From an optimization exercise on the open Yosys and OpenROAD flow, aimed at a short achievable clock period and few clock cycles; shortcuts taken in it are not production practice. Where RTL was checked, it was by simulation tests only, not by an equivalence proof against the original. Only the layout flow was run in runs 1 and 2; the RTL was not checked for function there. Power and IR drop assume default switching activity.

### design/flow/config.mk
export PLATFORM = sky130hd
export DESIGN_NAME = processor
export DESIGN_NICKNAME = processor
export VERILOG_FILES = /design/flow/design.v
export SDC_FILE = /design/flow/constraint.sdc
export NUM_CORES = 4
export LEC_CHECK = 0
export CAP_MARGIN = 20
export CORE_MARGIN = 2
export CORE_UTILIZATION = 40
export SLEW_MARGIN = 20
### design/flow/constraint.sdc
create_clock -name core_clock -period 11.0 [get_ports {clk}]
set_input_delay 2.2000 -clock core_clock [delete_from_list [all_inputs] [get_ports {clk}]]
set_output_delay 2.2000 -clock core_clock [all_outputs]
set_load 0.01 [all_outputs]
### design/flow/design.v
`default_nettype none
module processor( input         clk, reset,
                  output [31:0] pc,
                  input  [31:0] instruction,
                  output        WE,
                  output [31:0] address_to_mem,
                  output [31:0] data_to_mem,
                  input  [31:0] data_from_mem
                );
    reg  [31:0] pc_r;
    reg  [31:0] regs [1:31];
    reg  [3:0]  btb_v;
    reg  [31:0] btb_pc [0:3];
    reg  [31:0] btb_tg [0:3];
    reg  [1:0]  btb_ptr;
    reg         x_v;
    reg  [31:0] x_pc, x_pc4, x_imm, x_rv1, x_rv2, x_ptg;
    reg  [4:0]  x_rd;
    reg         x_wr, x_use1, x_use2;
    reg         x_hM1, x_hL1, x_hM2, x_hL2;
    reg         x_ld, x_st, x_br, x_jal, x_jalr, x_lui, x_ctl, x_j4;
    reg         x_sub, x_useimm, x_sel_sum, x_sel_and, x_sel_srl, x_sel_fl;
    reg         x_beq, x_blt;
    reg         x_hit;
    reg  [1:0]  x_hidx;
    reg         m_v;
    reg  [31:0] m_res;
    reg  [4:0]  m_rd;
    reg         m_wr, m_ld;
    reg  [31:0] ar_r, dr_r;
    reg         we_r;
    reg         m_uins, m_urem;
    reg  [31:0] m_upc, m_utg;
    reg  [1:0]  m_hidx;
    reg         l_v;
    reg  [4:0]  l_rd;
    reg  [31:0] l_val;
    assign pc = pc_r;
    assign address_to_mem = ar_r;
    assign data_to_mem = dr_r;
    assign WE = we_r;
    wire [31:0] ins = instruction;
    wire [6:0]  op  = ins[6:0];
    wire [2:0]  f3  = ins[14:12];
    wire [4:0]  f_rs1 = ins[19:15];
    wire [4:0]  f_rs2 = ins[24:20];
    wire [4:0]  f_rd  = ins[11:7];
    wire f_op   = op == 7'b0110011;
    wire f_opi  = op == 7'b0010011;
    wire f_ld   = op == 7'b0000011;
    wire f_st   = op == 7'b0100011;
    wire f_br   = op == 7'b1100011;
    wire f_lui  = op == 7'b0110111;
    wire f_jal  = op == 7'b1101111;
    wire f_jalr = op == 7'b1100111;
    wire f_fl   = op == 7'b0001011;
    wire [31:0] immI = {{20{ins[31]}}, ins[31:20]};
    wire [31:0] immS = {{20{ins[31]}}, ins[31:25], ins[11:7]};
    wire [31:0] immB = {{19{ins[31]}}, ins[31], ins[7], ins[30:25], ins[11:8], 1'b0};
    wire [31:0] immU = {ins[31:12], 12'b0};
    wire [31:0] immJ = {{11{ins[31]}}, ins[31], ins[19:12], ins[20], ins[30:21], 1'b0};
    wire [31:0] f_imm = f_st ? immS : f_br ? immB : f_lui ? immU : f_jal ? immJ : immI;
    wire [31:0] f_rv1 = (f_rs1 == 5'd0) ? 32'b0 : regs[f_rs1];
    wire [31:0] f_rv2 = (f_rs2 == 5'd0) ? 32'b0 : regs[f_rs2];
    wire [31:0] pc4 = pc_r + 32'd4;
    wire [3:0] f_hitv;
    genvar gi;
    generate for (gi = 0; gi < 4; gi = gi + 1) begin : g_btb
        assign f_hitv[gi] = btb_v[gi] & (btb_pc[gi] == pc_r);
    end endgenerate
    wire f_hit = |f_hitv;
    wire [1:0] f_hidx = {f_hitv[3] | f_hitv[2], f_hitv[3] | f_hitv[1]};
    wire [31:0] f_ptg = ({32{f_hitv[0]}} & btb_tg[0]) | ({32{f_hitv[1]}} & btb_tg[1]) |
                        ({32{f_hitv[2]}} & btb_tg[2]) | ({32{f_hitv[3]}} & btb_tg[3]);
    wire [31:0] A = x_hM1 ? m_res : x_hL1 ? l_val : x_rv1;
    wire [31:0] B = x_hM2 ? m_res : x_hL2 ? l_val : x_rv2;
    wire stall = x_v & m_ld & ((x_use1 & x_hM1) | (x_use2 & x_hM2 & ~x_st));
    wire [31:0] sdata = (x_hM2 & m_ld) ? data_from_mem : B;
    wire [31:0] bsrc = x_useimm ? x_imm : B;
    wire [31:0] sum = A + (x_sub ? ~bsrc : bsrc) + {31'b0, x_sub};
    wire [31:0] and_r = A & B;
    wire [31:0] srl_r = A >> B[4:0];
    wire [7:0]  flx = A[30:23] - 8'd127;
    wire [31:0] fl_r = {{24{A[30:23] < 8'd127}}, flx};
    wire [31:0] early = x_lui ? x_imm : x_pc4;
    wire [31:0] res = x_sel_sum ? sum : x_sel_and ? and_r : x_sel_srl ? srl_r :
                      x_sel_fl ? fl_r : early;
    wire x_eq = A == B;
    wire x_lt = $signed(A) < $signed(B);
    wire x_z  = ~|((A ^ B) ^ {(A | B), 1'b0});
    wire x_taken = x_beq ? x_eq : x_blt ? x_lt : x_z;
    wire x_jfall = ~|((A ^ x_imm ^ x_pc4) ^ {((A & x_imm) | ((A | x_imm) & ~x_pc4)), 1'b0});
    wire [31:0] x_tgt = x_pc + x_imm;
    wire redir_br  = x_br & (x_taken != x_hit);
    wire redir_jal = x_jal & ~x_hit & ~x_j4;
    wire redir_jr  = x_jalr & ~(~x_hit & x_jfall);
    wire redir_bad = x_hit & ~x_ctl;
    wire redir = x_v & ~stall & (redir_br | redir_jal | redir_jr | redir_bad);
    wire [31:0] rtgt = x_jalr ? sum : ((x_br & x_taken) | x_jal) ? x_tgt : x_pc4;
    wire x_uins = (x_br & x_taken & ~x_hit) | (x_jal & ~x_hit & ~x_j4);
    wire x_urem = x_br & ~x_taken & x_hit;
    wire [31:0] wdata = m_ld ? data_from_mem : m_res;
    always @(posedge clk or posedge reset) begin
        if (reset) begin
            pc_r <= 32'b0;
            x_v <= 1'b0; m_v <= 1'b0; l_v <= 1'b0; we_r <= 1'b0;
            btb_v <= 4'b0; btb_ptr <= 2'b0;
            m_uins <= 1'b0; m_urem <= 1'b0;
        end else begin
            if (redir)          pc_r <= rtgt;
            else if (stall)     pc_r <= pc_r;
            else if (f_hit)     pc_r <= f_ptg;
            else                pc_r <= pc4;
            if (redir)          x_v <= 1'b0;
            else if (~stall)    x_v <= 1'b1;
            m_v <= x_v & ~stall;
            we_r <= x_v & ~stall & x_st;
            l_v <= m_v & m_wr;
            m_uins <= x_v & ~stall & x_uins;
            m_urem <= x_v & ~stall & x_urem;
            if (m_uins) begin
                btb_v[btb_ptr] <= 1'b1;
                btb_ptr <= btb_ptr + 2'd1;
            end else if (m_urem)
                btb_v[m_hidx] <= 1'b0;
        end
    end
    always @(posedge clk) begin
        if (m_v & m_wr) regs[m_rd] <= wdata;
        l_rd <= m_rd;
        l_val <= wdata;
        if (m_uins) begin
            btb_pc[btb_ptr] <= m_upc;
            btb_tg[btb_ptr] <= m_utg;
        end
        if (stall) begin
            x_rv1 <= A;  x_rv2 <= B;
            x_hM1 <= 1'b0; x_hL1 <= x_hM1;
            x_hM2 <= 1'b0; x_hL2 <= x_hM2;
        end else begin
            x_pc <= pc_r; x_pc4 <= pc4; x_imm <= f_imm; x_ptg <= f_ptg;
            x_rv1 <= f_rv1; x_rv2 <= f_rv2;
            x_hM1 <= x_v & x_wr & (x_rd == f_rs1);
            x_hM2 <= x_v & x_wr & (x_rd == f_rs2);
            x_hL1 <= m_v & m_wr & (m_rd == f_rs1);
            x_hL2 <= m_v & m_wr & (m_rd == f_rs2);
            x_rd <= f_rd;
            x_wr <= (f_op | f_opi | f_ld | f_lui | f_jal | f_jalr | f_fl) & (f_rd != 5'd0);
            x_use1 <= (f_op | f_opi | f_ld | f_st | f_br | f_jalr | f_fl) & (f_rs1 != 5'd0);
            x_use2 <= (f_op | f_st | f_br) & (f_rs2 != 5'd0);
            x_ld <= f_ld; x_st <= f_st; x_br <= f_br; x_jal <= f_jal; x_jalr <= f_jalr; x_lui <= f_lui;
            x_ctl <= f_br | f_jal;
            x_j4 <= f_jal & (immJ == 32'd4);
            x_sub <= f_op & (f3 == 3'b000) & (ins[31:30] == 2'b01);
            x_useimm <= f_opi | f_ld | f_st | f_jalr;
            x_sel_sum <= f_opi | f_ld | f_st | (f_op & (f3 != 3'b111) & (f3 != 3'b101));
            x_sel_and <= f_op & (f3 == 3'b111);
            x_sel_srl <= f_op & (f3 == 3'b101);
            x_sel_fl <= f_fl;
            x_beq <= f3 == 3'b000;
            x_blt <= f3 == 3'b100;
            x_hit <= f_hit;
            x_hidx <= f_hidx;
        end
        m_res <= res;
        m_rd <= x_rd; m_wr <= x_wr; m_ld <= x_ld;
        ar_r <= sum;
        dr_r <= sdata;
        m_upc <= x_pc; m_utg <= x_tgt; m_hidx <= x_hidx;
    end
endmodule
`default_nettype wire
### design/flow/flow/run.sh
#!/bin/bash
# Standard ORFS layout, with timing repair aimed below the design's clock period.
set -euo pipefail
bash standard.sh SETUP_SLACK_MARGIN=7.6 finish > std_flow.log 2>&1
### design/flow/standard.sh
#!/bin/bash
# synth_recipe.tcl (not shown) runs the flow's synth.tcl, then flattens the netlist and writes it again
# the make line also repeats each setting of config.mk as NAME=value (left out here)
make -C /OpenROAD-flow-scripts/flow DESIGN_CONFIG=/design/flow/config.mk WORK_HOME=/design/flow/orfs CLKGATE_MAP_FILE= SYNTH_SCRIPT=/design/flow/synth_recipe.tcl "${@:-finish}"
==> results of run 1 <==
-- path summary, 6_finish.rpt --
path / startpoint / to / slack (ps) / depth (start not counted)
setup reg to reg: x_hL1 / pc_r[0] / 6550 / 19
setup / recovery: x_hL1 / pc_r[0] / 6550 / 19
max in group asynchronous: reset / pc_r[19] / 8430 / 3
hold reg to reg: x_hidx[0] / m_hidx[0] / 340 / 0
hold / removal: x_hidx[0] / m_hidx[0] / 340 / 0
min in group asynchronous: reset / we_r / 1870 / 3
-- cells in the final DEF (no fill, tap or decap), drive strengths merged, types with 204 or more instances in the layout --
cell type and count:
edfxtp 1369, buf 665, mux4 576, nor2 324, mux2i 324, dfxtp 269
clkbuf 251, nand2 230, a21oi 230, xnor2 204
-- layout make-up --
class | count | area [µm²] | area share [%]
Clock buffer | 225 | 4870 | 4.76
Timing Repair inverter | 1 | 7.51 | 0.00734
Tap cell | 2672 | 3340 | 3.27
Sequential cell | 1681 | 47700 | 46.6
Antenna cell | 4 | 10.0 | 0.00978
Clock inverter | 110 | 1100 | 1.08
Inverter | 155 | 641 | 0.626
Multi-Input combinational cell | 3118 | 35400 | 34.6
Timing Repair Buffer | 757 | 9260 | 9.05
-- layer usage --
layer  vias to the layer above  track usage, %  wire length (µm)
met2                      3225            47.1            147000
met3                       824            4.58             25700
met5                         -               0                28
met1                     28000            35.4            109000
met4                         4            16.4             22200
li1                      22000               -                 -
-- cell families (layout without fill, tap and decap cells) --
logic type / Yosys count / in the layout / share of synthesized area, %
flops: 1681 / 1681 / 58.8
mux: 967 / 967 / 21.0
simple gates: 815 / 815 / 4.55
compound gates: 800 / 800 / 6.20
buf+inv: 511 / 1248 / 2.43
xor+xnor: 335 / 335 / 3.63
fa+ha+maj: 201 / 201 / 3.42
other cells: 0 / 4 / 0
-- timing repair --
item	CTS	global route
gates resized for setup	1181	326
buffers inserted	284	117
gates cloned	61	30
pin swaps	103	117
setup endpoints to repair	295	275
-- power groups by stage --
stage | combinational, mW | sequential [mW] | clock (mW)
floorplan | 2.02 | 7.94 | 0
global route | 4.79 | 8.07 | 6.46
finish | 4.61 | 8.04 | 6.17
CTS | 4.17 | 8.01 | 6.21
global placement | 3.26 | 8.17 | 0
detailed placement | 3.28 | 8.18 | 0
-- through the flow --
stage / cell area [µm²] / std cells / util, %
final: 102000 / 8723 / 50.7
after global routing: 102000 / 8721 / 50.7
after CTS: 99200 / 8572 / 49.2
after detailed placement: 86000 / 7892 / 42.6
after global placement: 86000 / 7892 / 42.6
after floorplan: 82200 / 5310 / -
==> out/results.tsv, run 1 <==
metric	value	unit
tritoncts.num_buffers	179	
io_buffers	162	
max_cap_violations	0	
period_minus_slack	4450	ps
fmax	0.225	GHz
yosysUniqueCellTypes	77	
start_util	40.1	%
top_register	regs	
drive_gt1_share	36.8	%
synthArstFlopShare	2.56	%
grt_pass1_vias	52700	
syn_area_per_cell	15.2	µm²
ys_warn_count	1	
grt_usage	28.4	%
cpMaxStageDelayCell	a311o_2	
ys_ff_latch	1681	
p_sw	5.74	mW
tightestPinTransition	1170	ps
htreeDepth	4	
rows	165	
wl	303000	µm
hold_violations	0	
synthMostInstantiatedCell	edfxtp_1	
cts-hold-fix-buffers	0	
finalMaxSlewViolations	0	
cts.reportedPaths.clkPinSlew	60	ps
crit_buf_inv	5	
post-route-period-util	40.5	%
yosysSeqAreaShare	58.8	%
p_int	13.1	mW
crit_arrival	5180	ps
place_congestion	0.984	
fin_setup_tns	0	ps
ant_nets	0	
wire_per_inst	34.8	µm
layout_setup_ws	6550	ps
yosys.area.top_type_share	50.8	%
critical_path_class	reg -> reg	
total_power	18.8	mW
die_x	454	µm
io-pin-count	163	
synth_top_area_cell	edfxtp_1	
via_per_inst	6.21	
clk_path_buf_depth	3	
crit_family	compound AO/OA/AOI/OAI gates	
reg_top3	regs: 992 flops, btb_pc: 128 flops, btb_tg: 128 flops	
slowest_delay	500	ps
first_pass_iters	6	
nNetsFinal	6160	
status	complete, no violations	
die_h	454	µm
rsz0062_at_grt	true	
syn_inst	5310	
path_max_fanout	8	
drc	0	
crit_path_cell_trace	buf_12 > buf_16 > mux2_4 > mux2i_4 > ha_4 > nand2b_4 > a221oi_2 > nor3_2 > o31ai_2 > o311ai_4 > a311o_2 > a41oi_4 > buf_12 > buf_4 > clkbuf_16 > mux2i_1 > nor2_1 > a21oi_1 > o21ai_1	
fin_skew	49.1	ps
routed-via-count	54100	
vdd_drop_max	0.186	mV
fillers	16500	
netlist_area	0.0809	mm²
p_per_area	184	mW/mm²
cts_tree	built	
swShare	30.5	%
clock_tree.root_cell	clkbuf_16	
antenna_found_initial	15	
pwr-share-clk	32.8	%
slew_headroom	21.3	%
fin_hold_ws	341	ps
post-dp-hpwl	171000	µm
cpMostUsedCell	buf_12	
grt_pass1_wl	409000	µm
critPathLaunchType	flip-flop	
seqPwrFrac	42.7	%
worstSetupEndpointType	flip-flop	
synth_enable_flop_cells	1369	
clock-sinks	1681	
synth_area_leaders	edfxtp_1 51%, mux4_2 16%, dfxtp_1 6.7%, mux2i_1 4.0%, ha_1 2.6%	
critPathRequiredTime	11720	ps
synth_common_cells	1369 x edfxtp_1, 576 x mux4_2, 324 x mux2i_1, 324 x nor2_1, 269 x dfxtp_1	
setup_viol	0	
areaGrowthSynthToFinish	26.5	%
drt_iter0_markers	7013	
clk_latency	860	ps
synth_flop_cell	edfxtp_1	
grt-ovfl-total	0	
p_leak	35.8	nW
coreArea	0.202	mm²
syn_nets	5577	
die_area	0.206	mm²
place_ws	5130	ps
largest_register_ffs	992	
combPwrFrac	24.5	%
hp-class	reg -> reg	
grt_max_degree	93	
==> inputs of run 2 (changes only) <==
==> design/flow/run.sh (new file) <==
#!/bin/bash
# synth_recipe.tcl (not shown) runs the flow's synth.tcl, then flattens the netlist and writes it again
# the make line also repeats each setting of config.mk as NAME=value (left out here)
make -C /OpenROAD-flow-scripts/flow DESIGN_CONFIG=/design/flow/config.mk WORK_HOME=/design/flow/orfs CLKGATE_MAP_FILE= SYNTH_SCRIPT=/design/flow/synth_recipe.tcl finish
--- a/design/flow/config.mk
+++ b/design/flow/config.mk
@@ -8,4 +8,5 @@
 export CAP_MARGIN = 20
 export CORE_MARGIN = 2
 export CORE_UTILIZATION = 40
+export SETUP_SLACK_MARGIN = 5
 export SLEW_MARGIN = 20
removed: design/flow/flow/run.sh
removed: design/flow/standard.sh
==> out/results.tsv, run 2 <==
metric	value	unit	change
status	complete, no violations		
post-route-period-util	52.8	%	+12 points
clk_path_buf_depth	3		unchanged
cts-hold-fix-buffers	0		unchanged
first_pass_iters	6		unchanged
wire_per_inst	32.4	µm	-6.9%
synthMostInstantiatedCell	edfxtp_1		
cts_tree	built		
start_util	40.1	%	unchanged
grt_usage	25.7	%	-2.7 points
drive_gt1_share	20.0	%	-17 points
top_register	regs		
p_sw	5.14	mW	-10%
drc	0		unchanged
io-pin-count	163		unchanged
die_x	454	µm	unchanged
grt_max_degree	119		+28%
synthArstFlopShare	2.56	%	unchanged
synth_area_leaders	edfxtp_1 51%, mux4_2 16%, dfxtp_1 6.7%, mux2i_1 4.0%, ha_1 2.6%		
ant_nets	0		unchanged
vdd_drop_max	0.139	mV	-25%
fin_setup_tns	0	ps	unchanged
post-dp-hpwl	171000	µm	+0.20%
antenna_found_initial	26		+11
reg2regPathDepth	18		-1
fillers	17600		+6.4%
synth_common_cells	1369 x edfxtp_1, 576 x mux4_2, 324 x mux2i_1, 324 x nor2_1, 269 x dfxtp_1		
ys_warn_count	1		unchanged
tritoncts.num_buffers	176		-1.7%
cts.reportedPaths.clkPinSlew	60	ps	about the same
cts_setup_buffers	0		-100%
period_minus_slack	5800	ps	+1350 ps
via_per_inst	6.06		-2.3%
finalMaxSlewViolations	0		unchanged
grt-ovfl-total	0		unchanged
htreeDepth	4		unchanged
tightestPinTransition	1250	ps	+81.4 ps
critical_path_class	reg -> reg		
syn_nets	5577		unchanged
p_per_area	190	mW/mm²	+3.2%
holdPathStages	0		unchanged
final_cell_mix	1369 x edfxtp_1, 576 x mux4_2, 320 x mux2i_1		
p_leak	31.6	nW	-12%
nNetsFinal	5681		-7.8%
max_cap_violations	0		unchanged
path_max_fanout	32		+24
areaGrowthSynthToFinish	13.3	%	
rows	165		unchanged
netlist_area	0.0809	mm²	unchanged
wl	267000	µm	-12%
clock_tree.root_cell	clkbuf_16		
clk_latency	870	ps	about the same
grt_pass1_wl	375000	µm	-8.4%
crit_arrival	6450	ps	+1270 ps
coreArea	0.202	mm²	unchanged
critPathRequiredTime	11650	ps	-70 ps
worstSetupEndpointType	flip-flop		
yosysSeqAreaShare	58.8	%	unchanged
setup_viol	0		unchanged
io_buffers	162		unchanged
seqPwrFrac	46.2	%	+3.5 points
clock-sinks	1681		unchanged
fin_skew	84.4	ps	+35.2 ps
hp-class	reg -> reg		
largest_register_ffs	992		unchanged
yosysUniqueCellTypes	77		unchanged
yosys.area.top_type_share	50.8	%	unchanged
synth_flop_cell	edfxtp_1		
hold_violations	0		unchanged
swShare	29.5	%	-0.95 points
p_int	12.3	mW	-6.2%
layout_commonest_cell	edfxtp_1		
die_h	454	µm	unchanged
reg_top3	regs: 992 flops, btb_pc: 128 flops, btb_tg: 128 flops		
drt_iter0_markers	6145		-12%
place_congestion	1.01		+2.3%
fmax	0.172	GHz	-23%
combPwrFrac	19.0	%	-5.5 points
die_area	0.206	mm²	unchanged
pwr-share-clk	34.8	%	+2.0 points
rsz0062_at_grt	false		
grt_pass1_vias	49400		-6.1%
syn_inst	5310		unchanged
final_util	45.5	%	-5.3 points
synth_top_area_cell	edfxtp_1		
ys_ff_latch	1681		unchanged
slew_headroom	15.8	%	-5.5 points
critPathLaunchType	flip-flop		
syn_area_per_cell	15.2	µm²	unchanged
routed-via-count	50000		-7.7%
synth_enable_flop_cells	1369		unchanged
-- run 2: changes by cell type in the layout (fill, tap and decap cells not counted), moves of 81 or more --
cell             delta
mux2i_4            -96
buf_6             -165
buf_4             -224
o21ai_0            +81
clkdlybuf4s50_1    +99
mux2i_1           +117
-- run 2: power groups by stage --
stage | clock [mW] | combinational (mW) | sequential [mW]
after floorplan | 0 | 1.95 | 7.93
after global placement | 0 | 3.23 | 8.16
after detailed placement | 0 | 3.25 | 8.17
after CTS | 6.14 | 3.27 | 8.04
after global routing | 6.40 | 3.50 | 8.08
final | 6.05 | 3.31 | 8.05
-- run 2: final cells by class --
cell class                      instances  area (µm²)  share of cell area, %
Sequential cell                      1681       47600                   51.9
Inverter                              155         589                  0.643
Antenna cell                            6        15.0                 0.0164
Clock buffer                          235        4840                   5.28
Clock inverter                         95        1040                   1.14
Timing Repair Buffer                  282        2580                   2.82
Multi-Input combinational cell       3118       31700                   34.6
Tap cell                             2672        3340                   3.65
-- run 2: worst paths after layout --
path / from / to / slack [ps]
min in group asynchronous: reset / we_r / 1950
max reg2reg: x_hL2 / m_res[27] / 5200
min: x_hidx[1] / m_hidx[1] / 340
min reg2reg: x_hidx[1] / m_hidx[1] / 340
max in group asynchronous: reset / pc_r[21] / 8450
max: x_hL2 / m_res[27] / 5200
-- run 2: metal layers --
metal	vias to the layer above	routed length, µm	track usage [%]	share of wire [%]
met1	26300	104000	33.0	39
met2	2224	132000	43.2	50
met4	6	12400	11.1	4.7
li1	21000	-	-	-
met5	-	39	0	0.015
met3	456	18700	4.17	7.0
-- run 2: logic make-up after synthesis --
family / after synthesis / share of synthesized area, %
buffers and inverters: 511 / 2.43
and+or+nand+nor: 815 / 4.55
muxes: 967 / 21.0
AOI/OAI and AO/OA: 800 / 6.20
adders and majority gates: 201 / 3.42
DFF: 1681 / 58.8
xor gates and xnor gates: 335 / 3.63
-- run 2: metrics by stage --
stage	power (mW)	area, µm²	worst slack, ps	instances	hold slack [ps]
3_3_place_gp	11.4	85700	4770	7908	324
4_1_cts	17.5	91600	5000	8238	342
5_1_grt	18.0	91700	5050	8240	346
2_1_floorplan	9.88	80900	5740	5310	323
3_5_place_dp	11.4	85800	4780	7908	328
6_report	17.4	91700	5200	8244	342
-- run 2: critical path: stages, from the launching register on --
cell and delay [ps]:
dfxtp_2 310, buf_4 530, mux2i_1 260, nor2_1 60, a21oi_1 770, o21ai_0 210, xor2_1 190, ha_1 260
a211oi_1 350, o21bai_1 180, a21oi_1 290, nor2_1 120, a21oi_1 310, a21oi_1 190, o2111ai_1 470, o21ai_0 210
xor2_1 440, nand2_1 160, o21ai_0 320
-- run 2: repair_timing --
| item | 4_1_cts | 5_1_grt |
|---|---|---|
| endpoints found under the hold margin | 0 | 0 |
| pin swaps | 0 | 0 |
| endpoints found under the setup margin | 31 | 34 |
| resized for setup | 2 | 7 |
==> inputs of run 3 (changes only) <==
--- a/design/flow/design.v
+++ b/design/flow/design.v
@@ -87,9 +87,10 @@
                       x_sel_fl ? fl_r : early;
     wire x_eq = A == B;
     wire x_lt = $signed(A) < $signed(B);
-    wire x_z  = ~|((A ^ B) ^ {(A | B), 1'b0});
+    wire x_z  = ~|((A ^ B) ^ {(A[30:0] | B[30:0]), 1'b0});
     wire x_taken = x_beq ? x_eq : x_blt ? x_lt : x_z;
-    wire x_jfall = ~|((A ^ x_imm ^ x_pc4) ^ {((A & x_imm) | ((A | x_imm) & ~x_pc4)), 1'b0});
+    wire [31:0] jcy = (A & x_imm) | ((A | x_imm) & ~x_pc4);
+    wire x_jfall = ~|((A ^ x_imm ^ x_pc4) ^ {jcy[30:0], 1'b0});
     wire [31:0] x_tgt = x_pc + x_imm;
     wire redir_br  = x_br & (x_taken != x_hit);
     wire redir_jal = x_jal & ~x_hit & ~x_j4;
==> design/flow/flow/run.sh (new file) <==
#!/bin/bash
# Standard ORFS layout, with timing repair aimed below the design's clock period.
set -euo pipefail
bash standard.sh SETUP_SLACK_MARGIN=7.6 finish > std_flow.log 2>&1
==> design/flow/standard.sh (new file) <==
#!/bin/bash
# synth_recipe.tcl (not shown) runs the flow's synth.tcl, then flattens the netlist and writes it again
# the make line also repeats each setting of config.mk as NAME=value (left out here)
make -C /OpenROAD-flow-scripts/flow DESIGN_CONFIG=/design/flow/config.mk WORK_HOME=/design/flow/orfs CLKGATE_MAP_FILE= SYNTH_SCRIPT=/design/flow/synth_recipe.tcl "${@:-finish}"
--- a/design/flow/config.mk
+++ b/design/flow/config.mk
@@ -8,5 +8,4 @@
 export CAP_MARGIN = 20
 export CORE_MARGIN = 2
 export CORE_UTILIZATION = 40
-export SETUP_SLACK_MARGIN = 5
 export SLEW_MARGIN = 20
removed: design/flow/run.sh
==> out/results.tsv, run 3 <==
metric	value	unit	change
critPathRequiredTime	11710	ps	+60 ps
syn_area_per_cell	14.7	µm²	-3.5%
fmax	0.230	GHz	+34%
yosysUniqueCellTypes	84		+9.1%
busiest_layer	met2		
fin_cells	8913		+8.1%
die_area	0.208	mm²	+0.98%
post-route-period-util	39.5	%	-13 points
synth_common_cells	1369 x edfxtp_1, 506 x mux4_2, 344 x mux2i_1, 301 x nand2_1, 269 x dfxtp_1		
fillers	16800		-4.5%
grtUsageMet1	36.3	%	+3.3 points
r2r_end	m_res[25]		
p_per_area	185	mW/mm²	-2.4%
rsz0062_at_grt	true		
htreeDepth	4		unchanged
grt_use_met2	46.8	%	+3.6 points
worstSetupEndpointType	flip-flop		
reg2regPathDepth	19		+1
r2r_setup_slack	6660	ps	+1460 ps
tritoncts.num_buffers	180		+2.3%
min_to	m_ld		
path_max_fanout	8		-75%
hold_violations	0		unchanged
slew_headroom	5.51	%	-10 points
largest_register_ffs	992		unchanged
start_util	40.3	%	+0.23 points
holdPathStages	0		unchanged
grt_usage	28.8	%	+3.1 points
coreArea	0.203	mm²	+0.41%
hold_start	x_ld		
clock_tree.root_cell	clkbuf_16		
drive_gt1_share	33.2	%	+13 points
cts-hold-fix-buffers	0		unchanged
postPlaceCellArea	0.0872	mm²	+1.6%
synth_top_area_cell	edfxtp_1		
synth_area_leaders	edfxtp_1 50%, mux4_2 14%, dfxtp_1 6.6%, mux2i_1 4.2%, ha_1 2.5%		
drc	0		unchanged
crit_arrival	5050	ps	-1400 ps
ys_warn_count	1		unchanged
routed-via-count	56100		+12%
ys_ff_latch	1681		unchanged
layout_setup_ws	6660	ps	+1460 ps
clock-sinks	1681		unchanged
layout_commonest_cell	edfxtp_1		
clk_latency	880	ps	about the same
critical_path_class	reg -> reg		
place_inst	8146		+3.0%
top_register	regs		
final_cell_mix	1369 x edfxtp_1, 506 x mux4_2, 341 x buf_4		
first_pass_iters	6		unchanged
reg_top3	regs: 992 flops, btb_pc: 128 flops, btb_tg: 128 flops		
via_per_inst	6.30		+3.9%
clk_path_buf_depth	3		unchanged
fin_setup_tns	0	ps	unchanged
die_x	456	µm	+0.49%
place_congestion	1.01		+0.58%
total_power	18.8	mW	+8.0%
synthMostInstantiatedCell	edfxtp_1		
synthArstFlopShare	2.56	%	unchanged
syn_nets	5820		+4.4%
synth_flop_cell	edfxtp_1		
grt_pass1_vias	54800		+11%
io_buffers	162		unchanged
fin_skew	68.8	ps	-15.6 ps
period_minus_slack	4340	ps	-1460 ps
wire_per_inst	35.0	µm	+8.0%
yosysSeqAreaShare	58.2	%	-0.57 points
reg2reg_from	x_hL2		
ant_nets	0		unchanged
cts.reportedPaths.clkPinSlew	60	ps	about the same
grt_pass1_wl	424000	µm	+13%
antenna_found_initial	11		-58%
nNetsFinal	6343		+12%
io-pin-count	163		unchanged
grt_max_degree	65		-45%
yosys.area.top_type_share	50.3	%	-0.50 points
critPathLaunchType	flip-flop		
netlist_area	0.0817	mm²	+0.99%
rows	165		unchanged
fin_hold_ws	346	ps	+4.64 ps
stdcell_area	0.101	mm²	+11%
max_cap_violations	0		unchanged
place_ws	5090	ps	+311 ps
status	complete, no violations		
final_util	50.1	%	+4.7 points
setup_viol	0		unchanged
tightestPinTransition	1400	ps	+153 ps
syn_inst	5555		+4.6%
p_leak	35.6	nW	+13%
hp-class	reg -> reg		
drt_iter0_markers	7104		+16%
vdd_drop_max	0.144	mV	+3.9%
finalMaxSlewViolations	0		unchanged
wl	312000	µm	+17%
post-dp-hpwl	184000	µm	+7.7%
use_met3	5.08	%	+0.90 points
cts_tree	built		
synth_enable_flop_cells	1369		unchanged
areaGrowthSynthToFinish	24.2	%	
grt-ovfl-total	0		unchanged
die_h	456	µm	+0.49%
[run 3: worst max path at each step]
stage / to / slack (ps) / cells after the start / start
after detailed placement: x_rv1[27] / 5090 / 7 / instruction[16]
after floorplan: m_res[25] / 6910 / 17 / x_hL2
after global routing: m_res[25] / 6590 / 19 / x_hL2
final: m_res[25] / 6660 / 19 / x_hL2
after global placement: x_rv1[27] / 5070 / 7 / instruction[16]
after CTS: m_res[25] / 6690 / 17 / x_hL2
[run 3: what timing repair did]
action,4_1_cts,5_1_grt
buffers inserted,207,149
setup endpoints to repair,310,305
resized for setup,1026,295
cloned,42,24
pin swaps,72,93
[run 3: logic make-up after synthesis]
family / after synthesis / synth area share [%]
compound gates: 945 / 7.52
xor+xnor: 334 / 3.58
flops: 1681 / 58.2
fa+ha+maj: 199 / 3.35
mux: 938 / 19.4
buf+inv: 520 / 2.46
simple gates: 938 / 5.47
[run 3: critical path: stages (launching register included)]
cell and delay [ps]:
dfxtp_4 460, buf_12 200, mux2i_2 250, nor2_2 80, a21oi_4 160, buf_12 130, o21ai_2 50, xor2_1 170
ha_1 360, a21o_1 180, a21o_1 180, a21o_1 190, a21o_1 180, a211o_1 290, a311oi_4 270, buf_12 170
or2_4 120, nor3_1 60, or3_4 420, mux2_4 270
[run 3: layout make-up]
class	count	area [µm²]	area share, %
flip-flops and latches	1681	47700	47.0
multi-input cells	3358	35400	34.9
repair buffers	703	8320	8.20
clock buffers	242	4960	4.89
well taps	2672	3340	3.29
clock inverters	94	962	0.948
inverters	152	688	0.678
repair inverters	2	32.5	0.0321
diodes	9	22.5	0.0222
[run 3: report_power, final]
group | internal [mW] | leakage, nW | switching [mW]
Clock | 3.43 | 2.88 | 2.68
Combinational | 1.86 | 17.2 | 2.70
Sequential | 7.67 | 15.5 | 0.463
Total | 13.0 | 35.6 | 5.84
[run 3: metal layers]
layer / part of all wire (%) / vias up
met2: 47 / 3349
met1: 37 / 29000
met5: 0.014 / -
li1: - / 22900
met3: 8.7 / 811
met4: 7.2 / 8
Testbench counts of run 3, summed over its fixed seeds: cycles 64,204.
==> inputs of run 4 (changes only) <==
==> design/flow/flow/run.sh (replaced) <==
#!/bin/bash
# Standard ORFS layout, with timing repair aimed below the design's clock
# period, plain buffers on the ports and free resizing of cells.
set -euo pipefail
bash standard.sh SETUP_SLACK_MARGIN=7.6 'BUFFER_PORTS_ARGS=-buffer_cell sky130_fd_sc_hd__buf_8' MATCH_CELL_FOOTPRINT=0 finish > std_flow.log 2>&1
==> out/results.tsv, run 4 <==
metric	value	unit	change
hp-class	reg -> reg		
p_sw	5.86	mW	+0.34%
antenna_found_initial	9		-2
ant_nets	0		unchanged
grt-ovfl-total	0		unchanged
clk_path_buf_depth	3		unchanged
path_max_fanout	5		-3
fmax	0.229	GHz	-0.64%
crit_arrival	5100	ps	+50 ps
status	complete, no violations		
die_x	456	µm	unchanged
clock_tree.root_cell	clkbuf_16		
synthArstFlopShare	2.56	%	unchanged
drt_iter0_markers	7158		+0.76%
max_cap_violations	0		unchanged
top_register	regs		
period_minus_slack	4370	ps	+27.8 ps
synthMostInstantiatedCell	edfxtp_1		
yosysUniqueCellTypes	84		unchanged
setup_viol	0		unchanged
first_pass_iters	6		unchanged
reg_top3	regs: 992 flops, btb_pc: 128 flops, btb_tg: 128 flops		
worstSetupEndpointType	flip-flop		
ys_ff_latch	1681		unchanged
p_per_area	189	mW/mm²	+1.8%
synth_area_leaders	edfxtp_1 50%, mux4_2 14%, dfxtp_1 6.6%, mux2i_1 4.2%, ha_1 2.5%		
ys_warn_count	1		unchanged
fin_cells	8924		+0.12%
coreArea	0.203	mm²	unchanged
multi_input_area	0.0350	mm²	-1.2%
wire_per_inst	34.8	µm	-0.39%
clk_latency	890	ps	about the same
synth_enable_flop_cells	1369		unchanged
fillers	16800		-0.26%
cts_tree	built		
clock-sinks	1681		unchanged
grt_usage	28.9	%	+0.071 points
cpMostUsedCell	buf_12		
die_h	456	µm	unchanged
place_inst	8148		+0.025%
routed-via-count	56200		+0.18%
post-dp-hpwl	184000	µm	-0.25%
via_per_inst	6.30		about the same
rsz0062_at_grt	true		
critical_path_class	reg -> reg		
place_congestion	0.954		-5.8%
slowest_delay	450	ps	about the same
drive_gt1_share	34.0	%	+0.79 points
post-route-period-util	39.7	%	+0.25 points
wl	311000	µm	-0.26%
tightestPinTransition	1150	ps	-250 ps
ff_latch_area	0.0477	mm²	about the same
vdd_drop_max	0.156	mV	+8.4%
fin_hold_ws	342	ps	-4.12 ps
yosysSeqAreaShare	58.2	%	unchanged
largest_register_ffs	992		unchanged
hold_violations	0		unchanged
die_area	0.208	mm²	unchanged
final_util	50.3	%	+0.14 points
synth_flop_cell	edfxtp_1		
rows	165		unchanged
finalMaxSlewViolations	0		unchanged
grt_pass1_wl	424000	µm	about the same
critPathRequiredTime	11730	ps	+20 ps
swShare	30.5	%	-0.53 points
drc	0		unchanged
grt_max_degree	88		+35%
io_buffers	162		unchanged
cpMaxStageDelayCell	dfxtp_4		
final_cell_mix	1369 x edfxtp_1, 506 x mux4_2, 364 x buf_4		
seqPwrFrac	42.5	%	-0.8 points
start_util	40.3	%	unchanged
grt_pass1_vias	54500		-0.38%
areaGrowthSynthToFinish	24.6	%	
nNetsFinal	6350		+0.11%
layout_commonest_cell	edfxtp_1		
yosys.area.top_type_share	50.3	%	unchanged
p_int	13.3	mW	+2.9%
cts.reportedPaths.clkPinSlew	60	ps	about the same
pwr-share-clk	33.4	%	+0.9 points
combPwrFrac	24.1	%	about the same
synth_common_cells	1369 x edfxtp_1, 506 x mux4_2, 344 x mux2i_1, 301 x nand2_1, 269 x dfxtp_1		
fin_setup_tns	0	ps	unchanged
syn_area_per_cell	14.7	µm²	unchanged
fin_skew	90.5	ps	+21.8 ps
tritoncts.num_buffers	178		-1.1%
io-pin-count	163		unchanged
synth_top_area_cell	edfxtp_1		
total_power	19.2	mW	+2.1%
htreeDepth	4		unchanged
slew_headroom	22.4	%	+17 points
syn_nets	5820		unchanged
critPathLaunchType	flip-flop		
syn_inst	5555		unchanged
netlist_area	0.0817	mm²	unchanged
p_leak	35.9	nW	+0.86%
crit_path_cell_trace	buf_12 > buf_12 > mux2i_1 > nor2_1 > a21oi_2 > buf_6 > o21ai_4 > xor2_1 > ha_2 > and3_4 > and2_1 > nand4_1 > o21ai_2 > a311oi_4 > buf_12 > or2_4 > and3_4 > or3_4 > mux2_4		
run 4: cell counts after synthesis:
No cell type changed its count.
run 4: per-stage QoR:
step | worst slack, ps | area, µm²
2_1_floorplan | 6910 | 83200
6_report | 6630 | 102000
4_1_cts | 6610 | 99000
3_3_place_gp | 4870 | 87900
5_1_grt | 6540 | 102000
3_5_place_dp | 4910 | 88000
run 4: cell type report:
class,instances,area share [%]
flip-flops and latches,1681,46.9
diodes,12,0.0295
clock buffers,253,5.14
repair inverters,3,0.0566
clock inverters,82,1.03
inverters,152,0.664
well taps,2672,3.29
multi-input cells,3361,34.4
repair buffers,708,8.47
run 4: worst paths after layout:
| kind | to | cells after the start | startpoint | slack, ps |
|---|---|---|---|---|
| max in group asynchronous | pc_r[9] | 3 | reset | 8820 |
| hold / removal | m_hidx[0] | 0 | x_hidx[0] | 340 |
| setup reg to reg | m_res[25] | 19 | x_hL2 | 6630 |
| setup / recovery | m_res[25] | 19 | x_hL2 | 6630 |
| min in group asynchronous | we_r | 3 | reset | 1520 |
| hold reg to reg | m_hidx[0] | 0 | x_hidx[0] | 340 |
run 4: worst max-delay path, delay by kind of cell, from the launching register on:
kind / cells / cell delay, ps
AND/OR/NAND/NOR: 7 / 1480
buffers and inverters: 4 / 660
AO/OA/AOI/OAI: 4 / 590
multiplexers: 2 / 460
flip-flops: 1 / 450
adder cells (fa/ha/maj): 1 / 410
XOR/XNOR: 1 / 160
run 4: power by group through the flow:
stage	Sequential (mW)	Combinational, mW	Clock (mW)
finish	8.16	4.63	6.40
global placement	8.27	3.54	0
CTS	8.14	4.23	6.47
global route	8.18	4.81	6.72
detailed placement	8.28	3.56	0
floorplan	7.99	2.11	0
run 4: kinds of logic (layout without fill, tap and decap cells):
logic type	Yosys count	count (layout)	share of synthesized area, %
flip-flops	1681	1681	58.2
adder cells (fa/ha/maj)	199	199	3.35
multiplexers	938	938	19.4
AND/OR/NAND/NOR	938	945	5.47
other	0	12	0
AO/OA/AOI/OAI	945	945	7.52
XOR/XNOR	334	334	3.58
buffers and inverters	520	1198	2.46
run 4: per-layer routing:
metal	wire, µm	GRT usage (%)	vias to the layer above
li1	-	-	22900
met2	147000	47.0	3396
met5	35	0	-
met3	28400	5.23	800
met4	20800	15.5	6
met1	115000	36.7	29100
run 4: what timing repair did:
item                                   CTS  global route
pin swaps                               52            95
gates cloned                            41            13
setup buffers                          210           163
endpoints found under the hold margin    0             0
hold buffers                             0             0
resized for setup                      526           240
setup endpoints to repair              287           233

==> static timing again, ports no longer ideal <==
The flow's constraints put no driver on any port. The routed layouts listed below were extracted and timed again, unchanged, in two steps.
Step 1 (the two cells are an assumption about what drives the block):
set clk [get_ports {clk}]
set_driving_cell -lib_cell sky130_fd_sc_hd__clkbuf_16 $clk
set_driving_cell -lib_cell sky130_fd_sc_hd__buf_2 [delete_from_list [all_inputs] $clk]
Step 2, shift: input delay + t, output delay - t, t = (earliest + latest rising clock arrival at the registers) / 2. This alone moves slack from input paths to output paths.
Three values: ideal ports, drivers, drivers and shift; two values: the first two.
run	shift t [ns]	setup slack, ns	worst setup path after step 2
run 1	0.928	6.546 / 6.546 / 6.218	input to register
run 2	0.915	5.197 / 5.197 / 5.105	input to register
run 3	0.948	6.656 / 6.656 / 6.435	input to register
run 4	0.940	6.629 / 6.629 / 6.355	input to register
After both steps every run listed still meets setup and hold. The setup slack of run 1, which loses most, moves by 0.000 ns with the drivers and by -0.328 ns with both steps.
